This design comes from an exercise in tuning for small area and a short achievable clock period on the open sky130 flow, not from production work.
Only simulation tests tie the RTL to the original design; equivalence was not proved.
No activity file was given, so power comes from the tool's default toggle rates.

Setup of build 57:
==> flow/design.v (excerpt) <==
module lifo #(parameter DEPTH = 64, DATA_WIDTH = 32)(
    input clk , rst, push, pop,
    input [DATA_WIDTH -1 :0]data_in,
    output reg [DATA_WIDTH -1 :0]data_out,
    output reg full, empty
    );
For scale: roughly 2,100 flip-flops, about 70 I/O pins, roughly 76,000 sq um of cells after synthesis.
clock: 4.0 ns
lec_check: 0
cap_margin: 20
core_margin: 2
core_utilization: 60
cts_cluster_diameter: 100
cts_cluster_size: 25
setup_slack_margin: 1.85
slew_margin: 20
run.sh (not shown) runs the stock make flow with config.mk's settings and CLKGATE_MAP_FILE= SYNTH_SCRIPT=/design/flow/synth_recipe.tcl, a recipe that flattens the netlist after the stock synthesis.
Changes in build 49 relative to build 57:
# build 57
export LEC_CHECK = 0
export CAP_MARGIN = 20
export CORE_MARGIN = 2
export CORE_UTILIZATION = 60
export CTS_CLUSTER_DIAMETER = 100
export CTS_CLUSTER_SIZE = 25
export SETUP_SLACK_MARGIN = 1.85
export SLEW_MARGIN = 20
create_clock -name core_clock -period 4.0 [get_ports {clk}]
# build 49
export LEC_CHECK = 0
export CAP_MARGIN = 20
export CORE_MARGIN = 2
export CORE_UTILIZATION = 65
export CTS_CLUSTER_DIAMETER = 100
export CTS_CLUSTER_SIZE = 25
export SETUP_SLACK_MARGIN = 2.0
export SLEW_MARGIN = 20
create_clock -name core_clock -period 4.0 [get_ports {clk}]
--- outcome ---
Build 49 completed end to end with timing, DRC and antenna clean. Comparing build 57 and build 49, the lower required time of the critical path was measured on build 57. Changes observed in build 49 relative to build 57: footprint of the multi-input gates rose by about 6%; synthesis-to-finish area growth rose by 4.2 points; final period demand of the worst path rose by 0.058 ns; clock network power share lower. Synthesized cell count: build 57 vs build 49 identical. Build 49 vs build 57: floorplan die width down in build 49.
What build 15 does differently from build 49 at the input level:
# build 49
export LEC_CHECK = 0
export CAP_MARGIN = 20
export CORE_MARGIN = 2
export CORE_UTILIZATION = 65
export CTS_CLUSTER_DIAMETER = 100
export CTS_CLUSTER_SIZE = 25
export SETUP_SLACK_MARGIN = 2.0
export SLEW_MARGIN = 20
create_clock -name core_clock -period 4.0 [get_ports {clk}]
# build 15
export LEC_CHECK = 0
export CAP_MARGIN = 10
export CORE_MARGIN = 2
export CORE_UTILIZATION = 60
export CTS_CLUSTER_DIAMETER = 100
export CTS_CLUSTER_SIZE = 25
export SETUP_SLACK_MARGIN = 1.85
export SLEW_MARGIN = 10
create_clock -name core_clock -period 4.0 [get_ports {clk}]
Notes after the runs:
From build 49 to build 15 the numbers moved as follows: initial cell density of the core -5.1 points, cell area reported after detailed placement went up 0.38%, worst hold slack comparable. Build 49 → build 15: data arrival time of the critical path went down by 0.08 ns; storage element area was more or less identical. Part of the cycle the worst path needs (build 15 over build 49): decrease, 1.4 points. Area: build 15 vs build 49 -> build 15 smaller.
What build 48 does differently from build 15 at the input level:
# build 15
export LEC_CHECK = 0
export CAP_MARGIN = 10
export CORE_MARGIN = 2
export CORE_UTILIZATION = 60
export CTS_CLUSTER_DIAMETER = 100
export CTS_CLUSTER_SIZE = 25
export SETUP_SLACK_MARGIN = 1.85
export SLEW_MARGIN = 10
create_clock -name core_clock -period 4.0 [get_ports {clk}]
# build 48
export LEC_CHECK = 0
export CAP_MARGIN = 20
export CORE_MARGIN = 2
export CORE_UTILIZATION = 70
export CTS_CLUSTER_DIAMETER = 100
export CTS_CLUSTER_SIZE = 25
export SETUP_SLACK_MARGIN = 1.85
export SLEW_MARGIN = 20
create_clock -name core_clock -period 4.0 [get_ports {clk}]
==> summary.txt <==
Count of plain and timing-repair buffers: build 48 < build 15
Est. power | build 48 vs build 15 | build 48 lower
Between build 48 and build 15, it is build 48 whose shortest period the worst path allows is lower, by 0.018 ns.
First-pass GRT wire length went down by a few percent going from build 15 to build 48.
Build 15 -> build 48: combinational share of power flat

The RTL this note starts from:
==> flow/design.v <==
module lifo #(parameter DEPTH = 64, DATA_WIDTH = 32)(
    input clk , rst, push, pop,
    input [DATA_WIDTH -1 :0]data_in,
    output reg [DATA_WIDTH -1 :0]data_out,
    output reg full, empty
    );
    reg [DATA_WIDTH-1:0] mem [0:DEPTH-1];
    reg [DEPTH-1:0] sel;
    genvar i;
    generate
        for (i = 0; i < DEPTH; i = i + 1) begin : g_row
            wire wen = (i == 0) ? (sel[DEPTH-1] & ~full) : sel[i-1];
            always @(posedge clk)
                if (wen) mem[i] <= data_in;
        end
    endgenerate
    wire do_push = push & ~full;
    wire do_pop  = ~do_push & pop & ~empty;
    reg [DATA_WIDTH-1:0] dnext;
    integer k;
    always @(*) begin
        dnext = {DATA_WIDTH{~do_pop}} & data_out;
        for (k = 0; k < DEPTH; k = k + 1)
            dnext = dnext | ({DATA_WIDTH{do_pop & sel[k]}} & mem[k]);
    end
    always @(posedge clk)
        data_out <= dnext;
    always @(posedge clk) begin
        if (rst) begin
            sel <= {1'b1, {(DEPTH-1){1'b0}}};
            full <= 1'b0;
            empty <= 1'b1;
        end else if (do_push) begin
            sel <= {sel[DEPTH-2:0], sel[DEPTH-1]};
            empty <= 1'b0;
            full <= sel[DEPTH-2];
        end else if (do_pop) begin
            sel <= {sel[0], sel[DEPTH-1:1]};
            full <= 1'b0;
            empty <= sel[0];
        end
    end
endmodule
==> flow/config.mk <==
export PLATFORM = sky130hd
export DESIGN_NAME = lifo
export DESIGN_NICKNAME = lifo
export VERILOG_FILES = /design/flow/design.v
export SDC_FILE = /design/flow/constraint.sdc
export NUM_CORES = 4
export LEC_CHECK = 0
export CAP_MARGIN = 20
export CORE_MARGIN = 2
export CORE_UTILIZATION = 70
export CTS_CLUSTER_DIAMETER = 100
export CTS_CLUSTER_SIZE = 25
export SETUP_SLACK_MARGIN = 1.9
export SLEW_MARGIN = 20
==> flow/constraint.sdc <==
create_clock -name core_clock -period 4.0 [get_ports {clk}]
set_input_delay 0.8000 -clock core_clock [delete_from_list [all_inputs] [get_ports {clk}]]
set_output_delay 0.8000 -clock core_clock [all_outputs]
set_load 0.01 [all_outputs]
Rerun with:
CORE_UTILIZATION = 75   (was 70)
SETUP_SLACK_MARGIN = 1.85   (was 1.9)
The new run passed the timing, design-rule and antenna checks.
Setup slack degrades by 0.096 ns.
Area after synthesis does not change.
Count of clock-buffer cells in the layout goes down by 21.
Final cell count goes down by 2.0%.
Combinational power barely changes.
First-iteration DRC count goes up by 7.6%.
Die area goes down by 6.6%.
Design area goes down by 0.49%.
Total power barely changes.
Synthesized cell count is unchanged.

## port drivers added, routing unchanged
How much do the figures lean on ideal ports? The routed layouts below were timed once more, with nothing changed but the port constraints.
Step 1: set_driving_cell puts a clkbuf_16 on clk and a buf_2 on each other input, an assumption about the parent block.
Step 2 adds t to the input delays and takes it off the output delays; t is the mean of the earliest and latest rising clock arrival at the registers after step 1. Input paths then give back, and output paths get back, about the clock's delay inside the block.
Three values: ideal, step 1, step 2; two values: the first two.
run | shift t [ns] | slack for setup (ns) | worst setup path after step 2 | worst data-port slew with drivers (ns) | cell pins on the clock port's net
build 57 | 0.822 | 1.772 / 1.759 / 1.070 | input to register | 0.17 | 1
build 49 | 0.828 | 1.714 / 1.714 / 1.267 | input to register | 0.17 | 1
build 15 | 0.823 | 1.769 / 1.766 / 1.060 | input to register | 0.17 | 1
build 48 | 0.826 | 1.787 / 1.779 / 1.092 | input to register | 0.17 | 1
the first run of note 2 | 0.811 | 1.828 / 1.773 / 1.140 | input to register | 0.21 | 1
the second run of note 2 | 0.835 | 1.731 / 1.731 / 0.960 | input to register | 0.24 | 1
After both steps setup and hold are still met in every run listed. The setup slack of the second run of note 2, which loses most, moves by 0.000 ns with the drivers and by -0.771 ns with both steps.
